This design comes from an exercise in tuning for small area on the open sky130 flow, not from production work.
Only simulation tests tie the RTL to the original design; equivalence was not proved.
Power is estimated from default activity; no workload was simulated.

$ cat config.mk
export PLATFORM = sky130hd
export DESIGN_NAME = etcpu_top
export DESIGN_NICKNAME = etcpu_top
export VERILOG_FILES = /design/flow/design.v
export SDC_FILE = /design/flow/constraint.sdc
export NUM_CORES = 4
export LEC_CHECK = 0
export CAP_MARGIN = 27
export CORE_MARGIN = 2
export CORE_UTILIZATION = 35
export CTS_CLUSTER_DIAMETER = 100
export CTS_CLUSTER_SIZE = 20
export PLACE_DENSITY = 0.5
export SLEW_MARGIN = 20
$ cat constraint.sdc
create_clock -name core_clock -period 15.0 [get_ports {clk}]
set_input_delay 3.0000 -clock core_clock [delete_from_list [all_inputs] [get_ports {clk}]]
set_output_delay 3.0000 -clock core_clock [all_outputs]
set_load 0.01 [all_outputs]
$ cat design.v
module decode_regfile (
   input  logic          clk    ,
   input  logic          rst_n  ,
   input  logic [ 5-1:0] wa     ,
   input  logic [32-1:0] wd     ,
   input  logic [ 5-1:0] rs1    ,
   input  logic          rf1_en ,  
   input  logic [ 3-1:0] fw1    ,  
   input  logic [ 5-1:0] rs2    ,
   input  logic          rf2_en ,
   input  logic [ 3-1:0] fw2    ,
   input  logic [32-1:0] ex_dat ,
   input  logic [32-1:0] ma_dat ,
   output logic [32-1:0] rd1    ,
   output logic [32-1:0] rd2
);
logic [31:1][32-1:0] rf ;
logic [32-1:0]       wdr ;
logic [31:1]         we ;
logic [31:1]         s1, s2 ;
assign wdr = wd & {32{rst_n}} ;
genvar i ;
generate
   for (i=1; i<32; i++) begin: gen_rf
      assign we[i] = ~rst_n | (wa == i[4:0]) ;
      assign s1[i] = rf1_en & (rs1 == i[4:0]) ;
      assign s2[i] = rf2_en & (rs2 == i[4:0]) ;
      always_ff @(posedge clk)
         if (we[i]) rf[i] <= wdr ;
   end
endgenerate
always_comb begin
   rd1 = ({32{fw1[0]}} & ex_dat) | ({32{fw1[1]}} & ma_dat) | ({32{fw1[2]}} & wd) ;
   rd2 = ({32{fw2[0]}} & ex_dat) | ({32{fw2[1]}} & ma_dat) | ({32{fw2[2]}} & wd) ;
   for (int k=1; k<32; k++) begin
      rd1 = rd1 | ({32{s1[k]}} & rf[k]) ;
      rd2 = rd2 | ({32{s2[k]}} & rf[k]) ;
   end
end
endmodule
module execute_alu (
   input  logic [ 4-1:0] op ,
   input  logic [32-1:0] a  ,
   input  logic [32-1:0] b  ,
   output logic [32-1:0] y
);
logic op_add, op_sub, op_and, op_or, op_xor, op_slt, op_sltu, op_sll, op_srl ;
assign op_add  = op == 4'd1 ;
assign op_sub  = op == 4'd2 ;
assign op_and  = op == 4'd3 ;
assign op_or   = op == 4'd4 ;
assign op_xor  = op == 4'd5 ;
assign op_slt  = op == 4'd6 ;
assign op_sltu = op == 4'd7 ;
assign op_sll  = op == 4'd8 ;
assign op_srl  = op == 4'd9 ;
logic sub_mode ;
logic [31:0] bb, p, g, c, sum ;
logic [8:0] C ;
logic lt_u, lt_s ;
assign sub_mode = op_sub | op_slt | op_sltu ;
assign bb = b ^ {32{sub_mode}} ;
assign p  = a ^ bb ;
assign g  = a & bb ;
assign C[0] = sub_mode ;
genvar k, i ;
generate
   for (k=0; k<8; k++) begin: gen_blk
      logic [4:0] gg, pp ;
      assign gg[0] = 1'b0 ;
      assign pp[0] = 1'b1 ;
      for (i=0; i<4; i++) begin: gen_bit
         assign gg[i+1]   = g[4*k+i] | (p[4*k+i] & gg[i]) ;
         assign pp[i+1]   = p[4*k+i] & pp[i] ;
         assign c[4*k+i]  = gg[i] | (pp[i] & C[k]) ;
      end
      assign C[k+1] = gg[4] | (pp[4] & C[k]) ;
   end
endgenerate
assign sum  = p ^ c ;
assign lt_u = ~C[8] ;
assign lt_s = (a[31] ^ b[31]) ? a[31] : sum[31] ;
logic [31:0] sh_in, sh_out, sh_rev ;
generate
   for (i=0; i<32; i++) begin: gen_rev
      assign sh_in[i]  = (op_sll & a[31-i]) | (~op_sll & a[i]) ;
      assign sh_rev[i] = sh_out[31-i] ;
   end
endgenerate
assign sh_out = sh_in >> b[4:0] ;
assign y = ({32{op_add | op_sub}} & sum)  |
           ({32{op_xor | op_or }} & p)    |
           ({32{op_and | op_or }} & g)    |
           ({32{op_srl}} & sh_out) | ({32{op_sll}} & sh_rev) |
           {31'b0, (op_slt & lt_s) | (op_sltu & lt_u)} ;
endmodule
module etcpu_mng_regs #(
   parameter int APB_ADD_W = 4 ,  
   parameter int APB_DAT_W = 32   
)(
   input  logic                  clk   ,
   input  logic                  rst_n ,
   output logic [32-1:0]         etcpu_mng_regs_cfg_trap_hdlr_addr        ,
   input  logic                  etcpu_mng_regs_exc_inst_addr_mis_hw_next ,
   input  logic                  etcpu_mng_regs_exc_inst_addr_oob_hw_next ,
   input  logic                  etcpu_mng_regs_exc_main_addr_mis_hw_next ,
   input  logic                  etcpu_mng_regs_exc_main_addr_oob_hw_next ,
   input  logic [ 8-1:0]         etcpu_mng_regs_epc_val_hw_next           ,
   input  logic                  etcpu_mng_regs_epc_val_hw_we             ,
   output logic                  etcpu_mng_regs___intr                    ,
   input  logic [APB_ADD_W-1:0]  paddr   ,
   input  logic [3-1:0]          pprot   ,
   input  logic                  psel    ,
   input  logic                  penable ,
   input  logic                  pwrite  ,
   input  logic [APB_DAT_W-1:0]  pwdata  ,
   input  logic [APB_DAT_W/8-1:0] pstrb  ,
   input  logic                  pwakeup ,
   output logic                  pready  ,
   output logic [APB_DAT_W-1:0]  prdata  ,
   output logic                  pslverr
);
logic [32-1:0] cfg_trap_hdlr_addr ;
logic [ 4-1:0] exc                ;  
logic [ 8-1:0] epc_val            ;  
logic          addr_ok  ;
logic          wr_acc   ;
logic          wr_cfg   ;
logic          wr_exc   ;
logic [ 4-1:0] exc_set  ;
logic [ 4-1:0] exc_clr  ;
assign addr_ok = (paddr[1:0]==2'b00) & (paddr[APB_ADD_W-1:2] < 3) ;
assign wr_acc  = psel & penable & pwrite & addr_ok ;
assign wr_cfg  = wr_acc & (paddr[APB_ADD_W-1:2]==0) ;
assign wr_exc  = wr_acc & (paddr[APB_ADD_W-1:2]==1) ;
genvar BYTE_IDX ;
generate
   for (BYTE_IDX=0; BYTE_IDX<4; BYTE_IDX++) begin: gen_cfg_loop
      always_ff @(posedge clk)
         if (!rst_n)
            cfg_trap_hdlr_addr[BYTE_IDX*8 +: 8] <= 8'h0 ;
         else if (wr_cfg & pstrb[BYTE_IDX])
            cfg_trap_hdlr_addr[BYTE_IDX*8 +: 8] <= pwdata[BYTE_IDX*8 +: 8] ;
      assign exc_clr[BYTE_IDX] = wr_exc & pstrb[BYTE_IDX] & pwdata[BYTE_IDX*8] ;
   end
endgenerate
assign exc_set = { etcpu_mng_regs_exc_main_addr_oob_hw_next ,
                   etcpu_mng_regs_exc_main_addr_mis_hw_next ,
                   etcpu_mng_regs_exc_inst_addr_oob_hw_next ,
                   etcpu_mng_regs_exc_inst_addr_mis_hw_next } ;
always_ff @(posedge clk) if (!rst_n) exc <= 4'h0 ; else exc <= exc_set | (exc & ~exc_clr) ;
always_ff @(posedge clk) if (!rst_n) epc_val <= 8'h0 ; else if (etcpu_mng_regs_epc_val_hw_we) epc_val <= etcpu_mng_regs_epc_val_hw_next ;
assign etcpu_mng_regs_cfg_trap_hdlr_addr = cfg_trap_hdlr_addr ;
assign etcpu_mng_regs___intr             = |exc_set ;  
assign pready  = 1'b1 ;
assign pslverr = psel & penable & ~addr_ok ;
always_comb begin
   prdata = '0 ;
   if (psel & ~pwrite & addr_ok) begin
      case (paddr[APB_ADD_W-1:2])
         0       : prdata = cfg_trap_hdlr_addr ;
         1       : prdata = {7'h0, exc[3], 7'h0, exc[2], 7'h0, exc[1], 7'h0, exc[0]} ;
         default : prdata = {24'h0, epc_val} ;
      endcase
   end
end
endmodule
module etcpu_top #(
   parameter  int INST_MEM_BYTE_ADD_W =  8 ,  
   parameter  int MAIN_MEM_BYTE_ADD_W =  8 ,  
   parameter  int APB_ADD_W           =  4 ,  
   parameter  int APB_DAT_W           = 32 ,  
   localparam int APB_STRB_W     = int'(APB_DAT_W/8)    
)(
   input  logic                  clk                ,  
   input  logic                  rst_n              ,  
   input  logic [APB_ADD_W -1:0] mng_apb4_s_paddr   ,
   input  logic [3         -1:0] mng_apb4_s_pprot   ,
   input  logic                  mng_apb4_s_psel    ,
   input  logic                  mng_apb4_s_penable ,
   input  logic                  mng_apb4_s_pwrite  ,
   input  logic [APB_DAT_W -1:0] mng_apb4_s_pwdata  ,
   input  logic [APB_STRB_W-1:0] mng_apb4_s_pstrb   ,
   input  logic                  mng_apb4_s_pwakeup ,
   output logic                  mng_apb4_s_pready  ,
   output logic [APB_DAT_W -1:0] mng_apb4_s_prdata  ,
   output logic                  mng_apb4_s_pslverr ,
   output logic                  exc_evnt_agg       ,  
   output logic                  main_mem_cs        ,  
   output logic                  main_mem_wen       ,  
   output logic [32-1:0]         main_mem_addr      ,  
   output logic [32-1:0]         main_mem_dat_in    ,  
   input  logic [32-1:0]         main_mem_dat_out   ,  
   output logic [32-1:0]         inst_mem_addr      ,  
   input  logic [32-1:0]         inst_mem_dat_out      
);
localparam logic [6:0] OP_LUI    = 7'b0110111 ;
localparam logic [6:0] OP_AUIPC  = 7'b0010111 ;
localparam logic [6:0] OP_IMM    = 7'b0010011 ;
localparam logic [6:0] OP_RR     = 7'b0110011 ;
localparam logic [6:0] OP_LOAD   = 7'b0000011 ;
localparam logic [6:0] OP_STORE  = 7'b0100011 ;
localparam logic [6:0] OP_JAL    = 7'b1101111 ;
localparam logic [6:0] OP_JALR   = 7'b1100111 ;
localparam logic [6:0] OP_BRANCH = 7'b1100011 ;
localparam logic [3:0] A_ZERO = 4'd0 , A_ADD = 4'd1 , A_SUB = 4'd2 , A_AND = 4'd3 , A_OR  = 4'd4 ,
                       A_XOR  = 4'd5 , A_SLT = 4'd6 , A_SLTU = 4'd7, A_SLL = 4'd8 , A_SRL = 4'd9 ;
logic [ 8-1:0] pc          ;
logic [32-1:0] if2id_inst  ;
logic [ 8-1:0] if2id_pc    ;
logic          if2id_taken ;
logic [ 9-1:0] if2id_ntpc  ;  
logic [ 4-1:0] id2ex_op    ;  
logic          id2ex_br    ;  
logic          id2ex_pinv  ;  
logic          id2ex_jalr  ;
logic          id2ex_jal   ;  
logic          id2ex_ld    ;
logic          id2ex_st    ;
logic [ 3-1:0] id2ex_msk   ;  
logic [ 5-1:0] id2ex_dst   ;  
logic [ 9-1:0] id2ex_pc4   ;
logic [ 9-1:0] id2ex_ntpc  ;
logic [32-1:0] id2ex_a     ;
logic [32-1:0] id2ex_b     ;
logic [32-1:0] id2ex_rd2   ;
logic [32-1:0] ex2ma_dat   ;
logic [32-1:0] ex2ma_rd2   ;
logic [ 9-1:0] ex2ma_pc4   ;
logic          ex2ma_ld    ;
logic          ex2ma_st    ;
logic          ex2ma_jal   ;
logic [ 3-1:0] ex2ma_msk   ;
logic [ 5-1:0] ex2ma_dst   ;
logic [32-1:0] ma2wb_dat   ;
logic [ 5-1:0] ma2wb_dst   ;
logic [32-1:0] cfg_trap_hdlr_addr ;
logic          exc_inst_addr_mis , exc_inst_addr_oob ;
logic          exc_main_addr_mis , exc_main_addr_oob ;
logic          flush      ;
logic [ 9-1:0] flush_pc   ;  
logic          bubble     ;
logic [32-1:0] y          ;  
logic [32-1:0] ex_fwd_dat ;
logic [32-1:0] wb_dat     ;
logic [ 5-1:0] wb_dst     ;
logic [32-1:0] finst ;
logic          f_jal, f_taken ;
logic [ 9-1:0] p4, pb, pj ;     
logic [ 9-1:0] pb_sum, pj_sum ;
logic [ 5-1:0] bhi ;
logic [13-1:0] jhi ;
logic [ 9-1:0] pcnu ;
logic          trap ;
assign finst   = flush ? 32'h00000033 : inst_mem_dat_out ;
assign f_jal   = inst_mem_dat_out[6:0] == OP_JAL ;
assign f_taken = inst_mem_dat_out[6:0] == OP_BRANCH & inst_mem_dat_out[31] ;
assign p4 = {1'b0, pc} + 9'd4 ;
assign bhi    = {inst_mem_dat_out[31], inst_mem_dat_out[7], inst_mem_dat_out[30:28]} ;
assign pb_sum = {1'b0, pc} + {1'b0, inst_mem_dat_out[27:25], inst_mem_dat_out[11:8], 1'b0} ;
assign pb     = {~((bhi == 5'h00 & ~pb_sum[8]) | (bhi == 5'h1f & pb_sum[8])), pb_sum[7:0]} ;
assign jhi    = {inst_mem_dat_out[31], inst_mem_dat_out[19:12], inst_mem_dat_out[20], inst_mem_dat_out[30:28]} ;
assign pj_sum = {1'b0, pc} + {1'b0, inst_mem_dat_out[27:21], 1'b0} ;
assign pj     = {~((jhi == 13'h0000 & ~pj_sum[8]) | (jhi == 13'h1fff & pj_sum[8])), pj_sum[7:0]} ;
assign pcnu = flush   ? flush_pc      :
              bubble  ? {1'b0, pc}    :
              f_jal   ? pj            :
              f_taken ? pb            :
                        p4            ;
assign exc_inst_addr_mis = |pcnu[1:0] ;
assign exc_inst_addr_oob = pcnu[8] ;
assign trap = exc_inst_addr_mis | exc_inst_addr_oob | exc_main_addr_mis | exc_main_addr_oob ;
assign inst_mem_addr = {24'h0, pc} ;
always_ff @(posedge clk)
   if (!rst_n) begin
      pc                <= 8'h0 ;
      if2id_inst[11:0]  <= 12'h0 ;
   end else begin
      pc                <= trap ? cfg_trap_hdlr_addr[7:0] : pcnu[7:0] ;
      if (!bubble) if2id_inst[11:0] <= finst[11:0] ;
   end
always_ff @(posedge clk) begin
   if (!bubble) if2id_inst[31:12] <= finst[31:12] ;
   if2id_pc    <= pc ;
   if2id_taken <= ~flush & f_taken ;
   if2id_ntpc  <= flush ? {1'b0, pc} : f_taken ? p4 : pb ;
end
logic [32-1:0] inst ;
logic [ 7-1:0] opcode ;
logic [ 3-1:0] f3 ;
logic          is_lui, is_auipc, is_imm, is_rr, is_load, is_store, is_jal, is_jalr, is_branch ;
logic          rd1_re, rd2_re ;
logic [ 5-1:0] rs1, rs2 ;
logic [ 5-1:0] ex_dst, ma_dst ;
logic          ex1, ma1, wb1, ex2, ma2, wb2 ;
logic [32-1:0] imm ;
logic [32-1:0] rd1, rd2 ;
logic [ 4-1:0] alu_op ;
logic          kill ;
assign inst   = if2id_inst ;
assign opcode = inst[6:0] ;
assign f3     = inst[14:12] ;
assign rs1    = inst[19:15] ;
assign rs2    = inst[24:20] ;
assign is_lui    = opcode == OP_LUI    ;
assign is_auipc  = opcode == OP_AUIPC  ;
assign is_imm    = opcode == OP_IMM    ;
assign is_rr     = opcode == OP_RR     ;
assign is_load   = opcode == OP_LOAD   ;
assign is_store  = opcode == OP_STORE  ;
assign is_jal    = opcode == OP_JAL    ;
assign is_jalr   = opcode == OP_JALR   ;
assign is_branch = opcode == OP_BRANCH ;
assign rd1_re = is_imm | is_rr | is_load | is_store | is_jalr | is_branch ;
assign rd2_re =          is_rr           | is_store           | is_branch ;
assign ex_dst = id2ex_dst ;
assign ma_dst = wb_dst    ;
assign ex1 = rd1_re & (ex_dst    != 5'h0) & (ex_dst    == rs1) ;
assign ma1 = rd1_re & (ma_dst    != 5'h0) & (ma_dst    == rs1) & ~ex1 ;
assign wb1 = rd1_re & (ma2wb_dst != 5'h0) & (ma2wb_dst == rs1) & ~ex1 & ~ma1 ;
assign ex2 = rd2_re & (ex_dst    != 5'h0) & (ex_dst    == rs2) ;
assign ma2 = rd2_re & (ma_dst    != 5'h0) & (ma_dst    == rs2) & ~ex2 ;
assign wb2 = rd2_re & (ma2wb_dst != 5'h0) & (ma2wb_dst == rs2) & ~ex2 & ~ma2 ;
assign bubble = id2ex_ld & (ex1 | ex2) ;
assign kill   = flush | bubble ;
decode_regfile i_regfile (
   .clk    (clk                                  ),
   .rst_n  (rst_n                                ),
   .wa     (ma2wb_dst                            ),
   .wd     (ma2wb_dat                            ),
   .rs1    (rs1                                  ),
   .rf1_en (~(ex1 | ma1 | wb1) & ~is_auipc       ),
   .fw1    ({wb1, ma1, ex1}                      ),
   .rs2    (rs2                                  ),
   .rf2_en (~(ex2 | ma2 | wb2)                   ),
   .fw2    ({wb2, ma2, ex2}                      ),
   .ex_dat (ex_fwd_dat                           ),
   .ma_dat (wb_dat                               ),
   .rd1    (rd1                                  ),
   .rd2    (rd2                                  )
);
always_comb begin
   case (opcode)
      OP_LUI, OP_AUIPC : imm = {inst[31:12], 12'b0} ;
      OP_STORE         : imm = {{21{inst[31]}}, inst[30:25], inst[11:7]} ;
      OP_JAL           : imm = {{12{inst[31]}}, inst[19:12], inst[20], inst[30:21], 1'b0} ;
      OP_BRANCH        : imm = {{20{inst[31]}}, inst[7], inst[30:25], inst[11:8], 1'b0} ;
      default          : imm = {{21{inst[31]}}, inst[30:20]} ;
   endcase
end
logic [ 4-1:0] fn ;
logic [ 4-1:0] rr_op, imm_op, br_op ;
assign fn     = {inst[30], f3} ;
assign rr_op  = (fn == 4'b0000)                   ? A_ADD  :
                (fn == 4'b1000)                   ? A_SUB  :
                (fn == 4'b0111)                   ? A_AND  :
                (fn == 4'b0110)                   ? A_OR   :
                (fn == 4'b0100)                   ? A_XOR  :
                (fn == 4'b0010)                   ? A_SLT  :
                (fn == 4'b0011)                   ? A_SLTU :
                (fn[2:0] == 3'b101)               ? A_SRL  :  
                (fn == 4'b0001)                   ? A_SLL  :
                                                    A_ZERO ;
assign imm_op = (f3 == 3'b000)                    ? A_ADD  :
                (f3 == 3'b010)                    ? A_SLT  :
                (f3 == 3'b011)                    ? A_SLTU :
                (f3 == 3'b100)                    ? A_XOR  :
                (f3 == 3'b110)                    ? A_OR   :
                (f3 == 3'b111)                    ? A_AND  :
                (f3 == 3'b001)                    ? (inst[30] ? A_ZERO : A_SLL) :
                                                    A_SRL  ;
assign br_op  = (f3 == 3'b111)                    ? A_SLTU :
                (f3 == 3'b100 | f3 == 3'b101)     ? A_SLT  :
                (f3 == 3'b000 | f3 == 3'b001)     ? A_XOR  :
                                                    A_ZERO ;
assign alu_op = is_rr     ? rr_op  :
                is_imm    ? imm_op :
                is_branch ? br_op  :
                (is_load | is_store | is_jal | is_jalr | is_lui | is_auipc) ? A_ADD : A_ZERO ;
always_ff @(posedge clk)
   if (!rst_n) begin
      id2ex_op   <= A_ZERO ;
      id2ex_br   <= 1'b0 ;
      id2ex_jalr <= 1'b0 ;
      id2ex_jal  <= 1'b0 ;
      id2ex_ld   <= 1'b0 ;
      id2ex_st   <= 1'b0 ;
      id2ex_dst  <= 5'h0 ;
      id2ex_msk  <= 3'b000 ;
   end else begin
      id2ex_op   <= kill ? A_ADD : alu_op ;  
      id2ex_br   <= ~kill & is_branch ;
      id2ex_jalr <= ~kill & is_jalr ;
      id2ex_jal  <= ~kill & (is_jal | is_jalr) ;
      id2ex_ld   <= ~kill & is_load ;
      id2ex_st   <= ~kill & is_store ;
      id2ex_dst  <= (kill | is_store | is_branch) ? 5'h0 : inst[11:7] ;
      id2ex_msk  <= kill ? 3'b001 : {f3[1], f3[1:0] != 2'b00, 1'b1} ;
   end
always_ff @(posedge clk) begin
   id2ex_rd2  <= rd2 ;
   id2ex_pinv <= if2id_taken ^ (f3 == 3'b111 | f3 == 3'b101 | f3 == 3'b000) ;
   id2ex_pc4  <= {1'b0, if2id_pc} + 9'd4 ;
   id2ex_ntpc <= if2id_ntpc ;
   id2ex_a    <= rd1 | {24'h0, if2id_pc & {8{is_auipc}}} ;
   id2ex_b    <= (is_rr | is_branch) ? rd2 : imm ;
end
execute_alu i_alu (
   .op (id2ex_op ),
   .a  (id2ex_a  ),
   .b  (id2ex_b  ),
   .y  (y        )
);
assign flush      = id2ex_jalr | (id2ex_br & (id2ex_pinv ^ (|y))) ;
assign flush_pc   = id2ex_jalr ? {|y[31:8], y[7:0]} : id2ex_ntpc ;
assign ex_fwd_dat = id2ex_jal ? {23'h0, id2ex_pc4} : y ;
always_ff @(posedge clk)
   if (!rst_n) begin
      ex2ma_dat <= 32'h0 ;
      ex2ma_msk <= 3'b000 ;
      ex2ma_ld  <= 1'b0 ;
      ex2ma_st  <= 1'b0 ;
      ex2ma_jal <= 1'b0 ;
      ex2ma_dst <= 5'h0 ;
   end else begin
      ex2ma_dat <= y ;
      ex2ma_msk <= (flush & id2ex_br) ? 3'b001 : id2ex_msk ;  
      ex2ma_ld  <= id2ex_ld ;
      ex2ma_st  <= id2ex_st ;
      ex2ma_jal <= id2ex_jal ;
      ex2ma_dst <= id2ex_dst ;
   end
always_ff @(posedge clk) begin
   ex2ma_pc4 <= id2ex_pc4 ;
   ex2ma_rd2 <= id2ex_rd2 ;
end
logic          lsu   ;
logic          exc_m ;
logic [32-1:0] mask  ;
assign lsu   = ex2ma_ld | ex2ma_st ;
assign exc_main_addr_mis = lsu & (|ex2ma_dat[1:0]) ;
assign exc_main_addr_oob = lsu & (|ex2ma_dat[31:8]) ;
assign exc_m = exc_main_addr_mis | exc_main_addr_oob ;
assign mask  = {{16{ex2ma_msk[2]}}, {8{ex2ma_msk[1]}}, {8{ex2ma_msk[0]}}} ;
assign wb_dat = ex2ma_ld  ? (main_mem_dat_out & mask) :
                ex2ma_jal ? {23'h0, ex2ma_pc4}        :
                            ex2ma_dat                 ;
assign wb_dst = exc_m ? 5'h0 : ex2ma_dst ;
assign main_mem_cs     = 1'b1 ;
assign main_mem_wen    = ex2ma_st & ~exc_m ;
assign main_mem_addr   = ex2ma_dat ;
assign main_mem_dat_in = ex2ma_rd2 & mask ;
always_ff @(posedge clk)
   if (!rst_n) begin
      ma2wb_dst <= 5'h0 ;
   end else begin
      ma2wb_dst <= wb_dst ;
   end
always_ff @(posedge clk) ma2wb_dat <= wb_dat ;
etcpu_mng_regs i_etcpu_mng_regs (
   .clk   (clk   ),
   .rst_n (rst_n ),
   .etcpu_mng_regs_cfg_trap_hdlr_addr        (cfg_trap_hdlr_addr ),
   .etcpu_mng_regs_exc_inst_addr_mis_hw_next (exc_inst_addr_mis  ),
   .etcpu_mng_regs_exc_inst_addr_oob_hw_next (exc_inst_addr_oob  ),
   .etcpu_mng_regs_exc_main_addr_mis_hw_next (exc_main_addr_mis  ),
   .etcpu_mng_regs_exc_main_addr_oob_hw_next (exc_main_addr_oob  ),
   .etcpu_mng_regs_epc_val_hw_next           (pc                 ),
   .etcpu_mng_regs_epc_val_hw_we             (exc_evnt_agg       ),
   .etcpu_mng_regs___intr                    (exc_evnt_agg       ),
   .paddr   (mng_apb4_s_paddr   ),
   .pprot   (mng_apb4_s_pprot   ),
   .psel    (mng_apb4_s_psel    ),
   .penable (mng_apb4_s_penable ),
   .pwrite  (mng_apb4_s_pwrite  ),
   .pwdata  (mng_apb4_s_pwdata  ),
   .pstrb   (mng_apb4_s_pstrb   ),
   .pwakeup (mng_apb4_s_pwakeup ),
   .pready  (mng_apb4_s_pready  ),
   .prdata  (mng_apb4_s_prdata  ),
   .pslverr (mng_apb4_s_pslverr )
);
endmodule
$ cat flow/run.sh
#!/bin/bash
# Own layout flow: the standard flow (standard.sh) with these changes:
#  1. Synthesis is the standard one (same Yosys script, registers mapped by
#     dfflibmap before ABC as usual), but ABC maps the combinational logic
#     with flow/abc_area.script, an area-recovering variant of ORFS's
#     abc_speed.script (delay relaxation instead of buffering/upsizing).
#  2. The port buffers inserted by global placement use
#     sky130_fd_sc_hd__buf_1. Every input and output port still gets one.
#  3. CTS runs with sink clusters of up to 20 flops within 100 um and
#     without dummy loads; the tree is still built from the root, so every
#     register gets its clock through buffers.
# Everything else (floorplan, power grid, taps, placement, routing) is the
# standard flow. All tool logs stay in orfs/logs; standard.sh's own output
# goes to standard.log.
set -o pipefail
W=$(pwd)
cp standard.sh standard.sh.log
rm -rf "$W/scripts_area"
cp -r "$FLOW_HOME/scripts" "$W/scripts_area"
cp "$W/flow/abc_area.script" "$W/scripts_area/abc_speed.script"
export SCRIPTS_DIR="$W/scripts_area"
export BUFFER_PORTS_ARGS="-buffer_cell sky130_fd_sc_hd__buf_1"
export CTS_ARGS="-sink_clustering_enable -repair_clock_nets -sink_clustering_size 20 -sink_clustering_max_diameter 100 -dont_use_dummy_load"
bash standard.sh > "$W/standard.log" 2>&1
rc=$?
grep -h "abc -script" -r "$W/orfs/logs" 2>/dev/null | head -1 | cut -c1-200 >> "$W/standard.log"
exit $rc
$ cat flow/abc_area.script
&get -n
&st
&dch
&nf -R 1000 -p
&st
&syn2
&if -g -K 6
&synch2
&nf -R 1000 -p
&st
&syn2
&if -g -K 6
&synch2
&nf -R 1000 -p
&st
&dch -f
&nf -R 1000 -p -a
&put
topo
stime -c
$ cat standard.sh
#!/bin/bash
# synth_recipe.tcl (not shown) runs the flow's synth.tcl, then flattens the netlist and writes it again
# the make line also repeats each setting of config.mk as NAME=value (left out here)
make -C /OpenROAD-flow-scripts/flow DESIGN_CONFIG=/design/flow/config.mk WORK_HOME=/design/flow/orfs CLKGATE_MAP_FILE= SYNTH_SCRIPT=/design/flow/synth_recipe.tcl "${@:-finish}"
==> results of run 1 <==
## cells by family after synthesis
family          after synthesis  share of synthesized area [%]
compound gates             1536                          20.05
buf+inv                      56                         0.5293
mux                          41                         0.7682
simple gates               1434                          12.27
other cells                   2                        0.01291
flops                      1345                          63.72
xor+xnor                     91                          1.371
fa+ha+maj                    54                          1.278
## where the power goes
group          internal [mW]  total [mW]  switching, mW
clock                  0.949        2.21           1.26
sequential              4.18        4.33          0.148
combinational          0.218       0.883          0.665
## cells in the final DEF, fill, tap and decap left out, types with 45 or more instances in the layout
cell and instances:
nand2_1 367, edfxtp_1 1012, nor2b_1 69, nand4_1 148, ha_1 45, a21oi_1 198, and2_0 125, a22oi_1 345
a221oi_1 170, buf_1 214, clkbuf_16 80, buf_4 224, nor2_4 58, o21ai_0 160, xnor2_1 73, nand3_1 122
a222oi_1 239, dfxtp_1 331, nor2_1 274, a22o_1 151
## layer usage
metal  GRT usage, %  share of wire (%)
met5         0.5653               0.16
met1          46.38                 35
met3          15.43                 16
met2          52.76                 41
met4          24.97                8.5
## layout make-up
cell class / count / area (um2) / area share, %
well taps: 2189 / 2739 / 4.127
diodes: 16 / 40.04 / 0.06032
repair buffers: 447 / 2663 / 4.012
flip-flops and latches: 1345 / 37060 / 55.83
inverters: 30 / 112.6 / 0.1697
multi-input cells: 3182 / 21760 / 32.78
clock buffers: 80 / 2002 / 3.016
## cell usage after synthesis (all sizes together) (71+ instances only)
cell type | n | area share (%)
edfxtp | 1012 | 52
nand2 | 367 | 2.4
a22oi | 345 | 4.5
nor2 | 336 | 2.2
dfxtp | 333 | 11
a222oi | 239 | 4.1
a21oi | 200 | 1.7
o21ai | 191 | 1.6
a221oi | 170 | 2.6
a22o | 151 | 2.3
nand4 | 148 | 1.6
and2 | 127 | 1.4
nand3 | 122 | 1.1
xnor2 | 73 | 1.1
nor2b | 71 | 0.76
## per-stage QoR
stage / area [um2] / setup slack [ps]
6_report: 66370 / 1973
2_1_floorplan: 58240 / 1705
3_3_place_gp: 64150 / 2884
5_1_grt: 66330 / 1270
3_5_place_dp: 64310 / 2856
4_1_cts: 66310 / 2079
## sequential cells by signal (all words and copies together) (netlist names), 8 cells and up
signal / cells
ex2ma_dat: 32
ex2ma_pc4: 9
ex2ma_rd2: 32
i_etcpu_mng_regs.cfg_trap_hdlr_addr: 32
i_etcpu_mng_regs.epc_val: 8
i_regfile.rf: 992
id2ex_a: 32
id2ex_b: 32
id2ex_ntpc: 9
id2ex_pc4: 8
id2ex_rd2: 32
if2id_inst: 32
if2id_ntpc: 8
if2id_pc: 8
ma2wb_dat: 32
pc: 8
## path summary, 6_finish.rpt
kind,end,cells past startpoint,startpoint,slack (ps)
setup / recovery,exc_evnt_agg,29,id2ex_op[0]$_SDFF_PN0_,1970
hold / removal,ex2ma_rd2[23]$_DFF_P_,0,id2ex_rd2[23]$_DFF_P_,330
hold reg to reg,ex2ma_rd2[23]$_DFF_P_,0,id2ex_rd2[23]$_DFF_P_,330
setup reg to reg,i_etcpu_mng_regs.epc_val[2]$_SDFFE_PN0P_,30,id2ex_op[0]$_SDFF_PN0_,5570
==> results_dict.tcl, run 1 <==
set metrics [dict create \
    cts_max_path_buffers 3 \
    cp_slowest_stage_delay_ps 730 \
    ys_seq_area_share_pct 63.72 \
    numCtsBuffers 80 \
    root_buffer "clkbuf_16" \
    utilization_pct 40.23 \
    synth_cell_types 68 \
    grt_pass1_wl_mm 430.3 \
    cp_common_cell "buf_4" \
    htree_levels 3 \
    cp.required_ps 12000 \
    routed_wirelength_mm 327.6 \
    placementRows 149 \
    cap_violations 0 \
    grt_pass1_vias 48539 \
    hpwl_mm 199.8 \
    finalMaxSlewViolations 0 \
    cts_hold_buf 0 \
    tritoncts "done" \
    num_vias 52813 \
    rsz0062_at_grt "false" \
    endpoint_kind "output port" \
    track_usage_pct 37.33 \
    drt_iter0_markers 12152 \
    ys_warn_count 3 \
    place_congestion 0.9820 \
    final_net_count 5253 \
    status "complete, no violations" \
    clk_latency_ps 760 \
    synthArstFlopShare_pct 0 \
    synth_edf_count 1012 \
    drt-pass1-iter-count 13 \
    cpMaxStageDelayCell "or4_1" \
    synth-seq-cells 1345 \
    cp-start-kind "flop" \
    post_drt_via_cell_ratio 7.246 \
    syn_to_final_growth_pct 14.14 \
    worst-path-max-fanout 36 \
    setup_violations 0 \
    cts.clk_slew.worst_paths_ps 80 \
    whs_ps 326.9 \
    portBuffers 215 \
    setup_tns_ps 0 \
    cp.arrival_ps 10030 \
    p_leak_nw 22.42 \
    total_power_mw 7.420 \
    worst_pin_slew_ps 1251 \
    wl_per_cell_um 44.94 \
    ant_nets 0 \
    place_inst 7191 \
    chipWidth_um 411.6 \
    grt_antenna_before_repair 32 \
    grt_max_degree 83 \
    finalCritPeriodShare_pct 86.84 \
    die_y_um 411.6 \
    syn_area_um2 58150 \
    synth_flop_cell "edfxtp_1" \
    fin_crit_ps 13030 \
    dieArea_um2 169400 \
    powerDensity_nw_per_um2 111.8 \
    crit_buf_inv 6 \
    drc_errors 0 \
    num-fill-cells 15621 \
    max-slew-margin-rel_pct 16.42 \
    start_util_pct 35.24 \
    finalClockSkew_ps 119.8 \
    cts_setup_buffers 0 \
    path_class "flop to output port" \
    cts_resized 0 \
    max_freq_mhz 76.77 \
    finalHoldViolations 0 \
    critPathTopFamily "compound AO/OA/AOI/OAI gates" \
    design.core.area_um2 165000 \
    min_path_type "flop to flop" \
    io_pins 246 \
    drive_above_1_share_pct 8.419 \
    instances_no_fill 7289 \
    peakVddDrop_mv 0.08081 \
    clock_sinks 1345 \
    synth_cells 4559 \
    avgSynthCellArea_um2 12.75 \
    gr-total-overflow 0 \
]
==> inputs of run 2 (changes only) <==
--- a/design.v
+++ b/design.v
@@ -17,6 +17,4 @@
 logic [31:1][32-1:0] rf ;
-logic [32-1:0]       wdr ;
-logic [31:1]         we ;
+logic [31:1]         ld, hold ;
 logic [31:1]         s1, s2 ;
-assign wdr = wd & {32{rst_n}} ;
 genvar i ;
@@ -24,3 +22,4 @@
    for (i=1; i<32; i++) begin: gen_rf
-      assign we[i] = ~rst_n | (wa == i[4:0]) ;
+      assign ld[i]   = rst_n & (wa == i[4:0]) ;
+      assign hold[i] = rst_n & (wa != i[4:0]) ;
       assign s1[i] = rf1_en & (rs1 == i[4:0]) ;
@@ -28,3 +27,3 @@
       always_ff @(posedge clk)
-         if (we[i]) rf[i] <= wdr ;
+         rf[i] <= (rf[i] & {32{hold[i]}}) | (wd & {32{ld[i]}}) ;
    end
--- a/config.mk
+++ b/config.mk
@@ -7,8 +7,8 @@
 export LEC_CHECK = 0
-export CAP_MARGIN = 27
+export CAP_MARGIN = 35
 export CORE_MARGIN = 2
-export CORE_UTILIZATION = 35
+export CORE_UTILIZATION = 30
 export CTS_CLUSTER_DIAMETER = 100
 export CTS_CLUSTER_SIZE = 20
-export PLACE_DENSITY = 0.5
+export PLACE_DENSITY = 0.45
 export SLEW_MARGIN = 20
==> results_dict.tcl, run 2 <==
set metrics [dict create \
    portBuffers 215 \
    cp_slowest_stage_delay_ps 720 \
    cts_hold_buf 0 \
    avgSynthCellArea_um2 10.22 \
    cap_violations 0 \
    synth_flop_cell "dfxtp_1" \
    cpMaxStageDelayCell "or4_1" \
    grt_max_degree 69 \
    synthTopCellsByArea "dfxtp_1, a22o_1, a222oi_1, a22oi_1, nand2_1" \
    min_path_type "flop to flop" \
    place_congestion 0.9979 \
    largest_reg_flops 992 \
    clk_latency_ps 800 \
    grt_antenna_before_repair 49 \
    yosysMostFrequentCell "dfxtp_1" \
    top_register "i_regfile.rf" \
    dieArea_um2 192900 \
    path_class "flop to output port" \
    placementRows 159 \
    routed_wirelength_mm 413.6 \
    chipWidth_um 439.2 \
    grtUsageMet3_pct 18.78 \
    cts_setup_buffers 0 \
    multi_input_area_um2 30450 \
    yosys.area.top_type "dfxtp_1" \
    layout_common_cells "dfxtp_1, a22o_1, nand2_1" \
    hpwl_mm 242.7 \
    grt_pass1_wl_mm 540.8 \
    post_drt_via_cell_ratio 7.485 \
    fin_crit_ps 13700 \
    start_util_pct 30.23 \
    seqCellArea_um2 27130 \
    synth_cell_types 63 \
    syn_to_final_growth_pct 17.46 \
    grt_pass1_vias 58049 \
    ant_nets 0 \
    final_net_count 6340 \
    ys_seq_area_share_pct 47.73 \
    cp-start-kind "flop" \
    root_buffer "clkbuf_16" \
    syn_area_um2 56830 \
    finalCritPeriodShare_pct 91.30 \
    cp.arrival_ps 10700 \
    yosys.area.top_type_share_pct 46.67 \
    met2_usage_pct 53.55 \
    use_met1_pct 51.88 \
    peakVddDrop_mv 0.08675 \
    num_vias 65243 \
    num-fill-cells 19036 \
    max-slew-margin-rel_pct 21.39 \
    p_leak_nw 23.75 \
    synthArstFlopShare_pct 0 \
    finalHoldViolations 0 \
    synth-seq-cells 1345 \
    status "complete, no violations" \
    busiest_layer "met2" \
    htree_levels 3 \
    cts_max_path_buffers 3 \
    wl_per_cell_um 47.45 \
    drt-pass1-iter-count 14 \
    synth_edf_count 20 \
    max_freq_mhz 73.02 \
    powerDensity_nw_per_um2 96.55 \
    finalClockSkew_ps 82.22 \
    drt_iter0_markers 14729 \
    setup_tns_ps 0 \
    drive_above_1_share_pct 8.913 \
    whs_ps 297.0 \
    gr-total-overflow 0 \
    die_y_um 439.2 \
    finalMaxSlewViolations 0 \
    cts_resized 0 \
    endpoint_kind "output port" \
    setup_violations 0 \
    cts.clk_slew.worst_paths_ps 80 \
    clock_sinks 1345 \
    drc_errors 0 \
    cp.required_ps 12000 \
    worst-path-max-fanout 40 \
    worst_pin_slew_ps 1179 \
    final_common_cell "dfxtp_1" \
    tritoncts "done" \
    synth_commonest_cells "dfxtp_1, a22o_1, nand2_1, nor2_1, a22oi_1" \
    rsz0062_at_grt "false" \
    io_pins 246 \
    synth_cells 5562 \
    track_usage_pct 41.00 \
    ys_warn_count 3 \
    numCtsBuffers 80 \
    design.core.area_um2 188000 \
]
## run 2: cell count changes in the layout (fill, tap and decap cells not counted), sizes merged, moves of 26 or more
| cell | previous run | this run |
|---|---|---|
| edfxtp | 1012 | 20 |
| a222oi | 239 | 280 |
| o21ai | 191 | 165 |
| a22o | 151 | 1120 |
| buf | 446 | 526 |
| dfxtp | 333 | 1325 |
| nand2 | 367 | 441 |
| a221oi | 170 | 134 |
| diode | 16 | 50 |
## run 2: layout make-up
class,instances,area share [%]
multi-input cells,4181,45.62
repair buffers,531,5.689
inverters,34,0.1912
well taps,2495,4.676
flip-flops and latches,1345,40.64
clock buffers,80,2.999
diodes,50,0.1874
## run 2: worst max-delay path: cells and delay by family, from the launching register on
| family | cells | cell delay, ps |
|---|---|---|
| fa+ha+maj | 2 | 760 |
| simple gates | 14 | 3570 |
| compound gates | 8 | 2710 |
| flops | 1 | 580 |
| xor+xnor | 3 | 710 |
| buf+inv | 6 | 1560 |
## run 2: per-layer routing
layer  vias up  part of all wire, %
met3      2030                   16
met4        45                  9.6
met5         -                 0.15
li1      24236                    -
met1     31942                   37
met2      6990                   38
## run 2: report_power, final
group,total (mW),switching [mW],internal (mW)
registers,3.64,0.0327,3.60
clock network,2.30,1.35,0.950
logic,0.510,0.406,0.104
## run 2: cells by family after synthesis
group,share of synthesized area (%)
AOI/OAI and AO/OA,35.66
adders and majority gates,1.308
muxes,0.7706
other,0.01321
buffers and inverters,0.5680
DFF,47.73
xor gates and xnor gates,1.402
and+or+nand+nor,12.55
## run 2: path summary, 6_finish.rpt
path,depth (start not counted),endpoint,from,slack [ps]
max reg2reg,34,pc[7]$_SDFFE_PN0P_,id2ex_op[2]$_SDFF_PP0_,4680
max,33,exc_evnt_agg,id2ex_op[2]$_SDFF_PP0_,1300
min reg2reg,0,ex2ma_rd2[15]$_DFF_P_,id2ex_rd2[15]$_DFF_P_,300
min,0,ex2ma_rd2[15]$_DFF_P_,id2ex_rd2[15]$_DFF_P_,300
## run 2: per-stage QoR
step / setup slack (ps) / cells / utilization [%] / area [um2] / total power, mW
finish: 1305 / 8716 / 35.51 / 66760 / 6.445
global route: 458.3 / 8680 / 35.46 / 66670 / 6.522
CTS: 1037 / 8645 / 35.23 / 66220 / 6.366
detailed placement: 1862 / 8565 / 34.16 / 64220 / 4.173
global placement: 1946 / 8530 / 33.82 / 63580 / 4.163
floorplan: 3203 / 5586 / - / 56920 / 3.876
==> inputs of run 3 (changes only) <==
--- a/config.mk
+++ b/config.mk
@@ -7,3 +7,3 @@
 export LEC_CHECK = 0
-export CAP_MARGIN = 35
+export CAP_MARGIN = 27
 export CORE_MARGIN = 2
==> results_dict.tcl, run 3 <==
set metrics [dict create \
    yosysMostFrequentCell "dfxtp_1" \
    top_register "i_regfile.rf" \
    max-slew-margin-rel_pct 16.62 \
    yosys.area.top_type "dfxtp_1" \
    worst-path-max-fanout 40 \
    final_net_count 6299 \
    path_class "flop to output port" \
    gr-total-overflow 0 \
    p_leak_nw 23.37 \
    avgSynthCellArea_um2 10.22 \
    fin_crit_ps 14210 \
    critPathTopFamily "simple AND/OR/NAND/NOR gates" \
    yosys.area.top_type_share_pct 46.67 \
    grt_pass1_vias 57605 \
    cp-start-kind "flop" \
    cp.required_ps 12000 \
    finalMaxSlewViolations 0 \
    htree_levels 3 \
    start_util_pct 30.23 \
    endpoint_kind "output port" \
    holdPathEnd "ex2ma_rd2[1]$_DFF_P_" \
    cts.clk_slew.worst_paths_ps 80 \
    r2r_end "pc[7]$_SDFFE_PN0P_" \
    track_usage_pct 41.05 \
    layout_common_cells "dfxtp_1, a22o_1, nand2_1" \
    cp_slowest_stage_delay_ps 760 \
    wl_per_cell_um 47.56 \
    cpMaxStageDelayCell "o31ai_1" \
    synth_cells 5562 \
    min_from "id2ex_rd2[1]$_DFF_P_" \
    crit_buf_inv 4 \
    hold_path_depth 0 \
    ys_seq_area_share_pct 47.73 \
    root_buffer "clkbuf_16" \
    place_congestion 0.9979 \
    grt_pass1_wl_mm 541.1 \
    max_freq_mhz 70.38 \
    ys_warn_count 3 \
    synth_flop_cell "dfxtp_1" \
    rsz0062_at_grt "false" \
    r2r_setup_slack_ps 4140 \
    drt-pass1-iter-count 13 \
    synthTopCellsByArea "dfxtp_1, a22o_1, a222oi_1, a22oi_1, nand2_1" \
    synth_commonest_cells "dfxtp_1, a22o_1, nand2_1, nor2_1, a22oi_1" \
    grt_max_degree 69 \
    powerDensity_nw_per_um2 97.32 \
    worst_pin_slew_ps 1251 \
    post_drt_via_cell_ratio 7.493 \
    cts_resized 0 \
    min_path_type "flop to flop" \
    reg2reg_depth 33 \
    setup_violations 0 \
    dieArea_um2 192900 \
    die_y_um 439.2 \
    grt_antenna_before_repair 41 \
    peakVddDrop_mv 0.1021 \
    cts_hold_buf 0 \
    numCtsBuffers 79 \
    synth-seq-cells 1345 \
    design.core.area_um2 188000 \
    largest_reg_flops 992 \
    cap_violations 0 \
    clk_latency_ps 790 \
    ant_nets 0 \
    drc_errors 0 \
    synthArstFlopShare_pct 0 \
    cts_setup_buffers 0 \
    syn_area_um2 56830 \
    routed_wirelength_mm 413.1 \
    finalHoldViolations 0 \
    utilization_pct 35.08 \
    chipWidth_um 439.2 \
    hpwl_mm 236.3 \
    clock_sinks 1345 \
    finalCritPeriodShare_pct 94.73 \
    io_pins 246 \
    finalClockSkew_ps 61.05 \
    cts_max_path_buffers 3 \
    drive_above_1_share_pct 8.320 \
    synth_cell_types 63 \
    status "complete, no violations" \
    num_vias 65075 \
    syn_to_final_growth_pct 16.05 \
    synth_edf_count 20 \
    portBuffers 215 \
    cp.arrival_ps 11210 \
    placementRows 159 \
    drt_iter0_markers 14932 \
    final_common_cell "dfxtp_1" \
    cp_common_cell "nand2_1" \
    r2r_start "id2ex_op[2]$_SDFF_PP0_" \
    tritoncts "done" \
    setup_tns_ps 0 \
]
[run 3: cells by family (layout without fill, tap and decap cells)]
group	Yosys count	count (layout)	synth area share (%)
other	2	86	0.01321
AND/OR/NAND/NOR	1482	1482	12.55
buffers and inverters	60	604	0.5680
AO/OA/AOI/OAI	2488	2488	35.66
XOR/XNOR	91	91	1.402
flip-flops	1345	1345	47.73
adder cells (fa/ha/maj)	54	54	1.308
multiplexers	40	40	0.7706
[run 3: layer usage]
| metal | vias up | wire (um) | GRT usage [%] |
|---|---|---|---|
| met5 | - | 288 | 0.5707 |
| met4 | 30 | 39140 | 30.42 |
| met3 | 2038 | 64260 | 18.29 |
| met2 | 6904 | 156300 | 53.88 |
| met1 | 31951 | 153200 | 52.07 |
| li1 | 24152 | - | - |
[run 3: worst max path at each step]
stage,start,to,slack (ps),cells after the start
3_3_place_gp,id2ex_op[2]$_SDFF_PP0_,exc_evnt_agg,1950,32
5_1_grt,id2ex_op[2]$_SDFF_PP0_,exc_evnt_agg,40,32
2_1_floorplan,id2ex_op[2]$_SDFF_PP0_,exc_evnt_agg,3200,30
6_report,id2ex_op[2]$_SDFF_PP0_,exc_evnt_agg,790,32
4_1_cts,id2ex_op[2]$_SDFF_PP0_,exc_evnt_agg,1010,32
3_5_place_dp,id2ex_op[2]$_SDFF_PP0_,exc_evnt_agg,1840,32
[run 3: where the power goes]
group	internal (mW)	total (mW)	switching, mW	leakage, nW
logic	0.0922	0.495	0.403	11.5
clock network	0.939	2.29	1.35	0.974
registers	3.60	3.64	0.0333	10.9
total	4.64	6.42	1.78	23.4
[run 3: worst reg2reg max path, delay by kind of cell, from the launching register on]
family / cells / cell delay [ps]
simple gates: 17 / 4690
compound gates: 8 / 3070
fa+ha+maj: 2 / 770
xor+xnor: 3 / 720
flops: 1 / 580
buf+inv: 3 / 920
[run 3: cell type report]
class / count / area [um2]
Sequential cell: 1345 / 27130
Fill cell: 19080 / 122000
Clock buffer: 79 / 1977
Timing Repair Buffer: 491 / 2990
Tap cell: 2495 / 3122
Antenna cell: 60 / 150.1
Multi-Input combinational cell: 4181 / 30460
Inverter: 34 / 127.6
[run 3: metrics by stage]
step           hold slack [ps]  setup WS, ps  cell area [um2]  cells  total power, mW
2_1_floorplan            309.6          3203            56920   5586            3.876
3_3_place_gp             310.5          1946            63580   8530            4.163
3_5_place_dp             312.1          1836            63710   8539            4.163
4_1_cts                  327.1          1008            65680   8618            6.342
5_1_grt                  330.7         39.79            65860   8646            6.488
6_report                 309.6         791.1            65950   8685            6.418

==> port drivers added, routing unchanged <==
How much do the figures lean on ideal ports? The routed layouts below were timed once more, with nothing changed but the port constraints.
Step 1 (the two cells are an assumption about what drives the block):
set clk [get_ports {clk}]
set_driving_cell -lib_cell sky130_fd_sc_hd__clkbuf_16 $clk
set_driving_cell -lib_cell sky130_fd_sc_hd__buf_2 [delete_from_list [all_inputs] $clk]
Step 2 times the ports against the registers' clock, not the clock port: input delays grow and output delays shrink by t, the midpoint of the rising clock arrivals with the driver on.
Three values: ideal ports, drivers, drivers and shift; two values: the first two.
run	t, ns	slack for setup (ns)	worst hold slack (ns)	cell pins on the clock port's net
run 1	0.797	1.973 / 1.882 / 2.680	0.327 / 0.327 / 0.327	1
run 2	0.847	1.305 / 1.214 / 2.061	0.297 / 0.297 / 0.297	1
run 3	0.847	0.791 / 0.699 / 1.546	0.310 / 0.310 / 0.310	1
After both steps setup and hold are still met in every run listed.
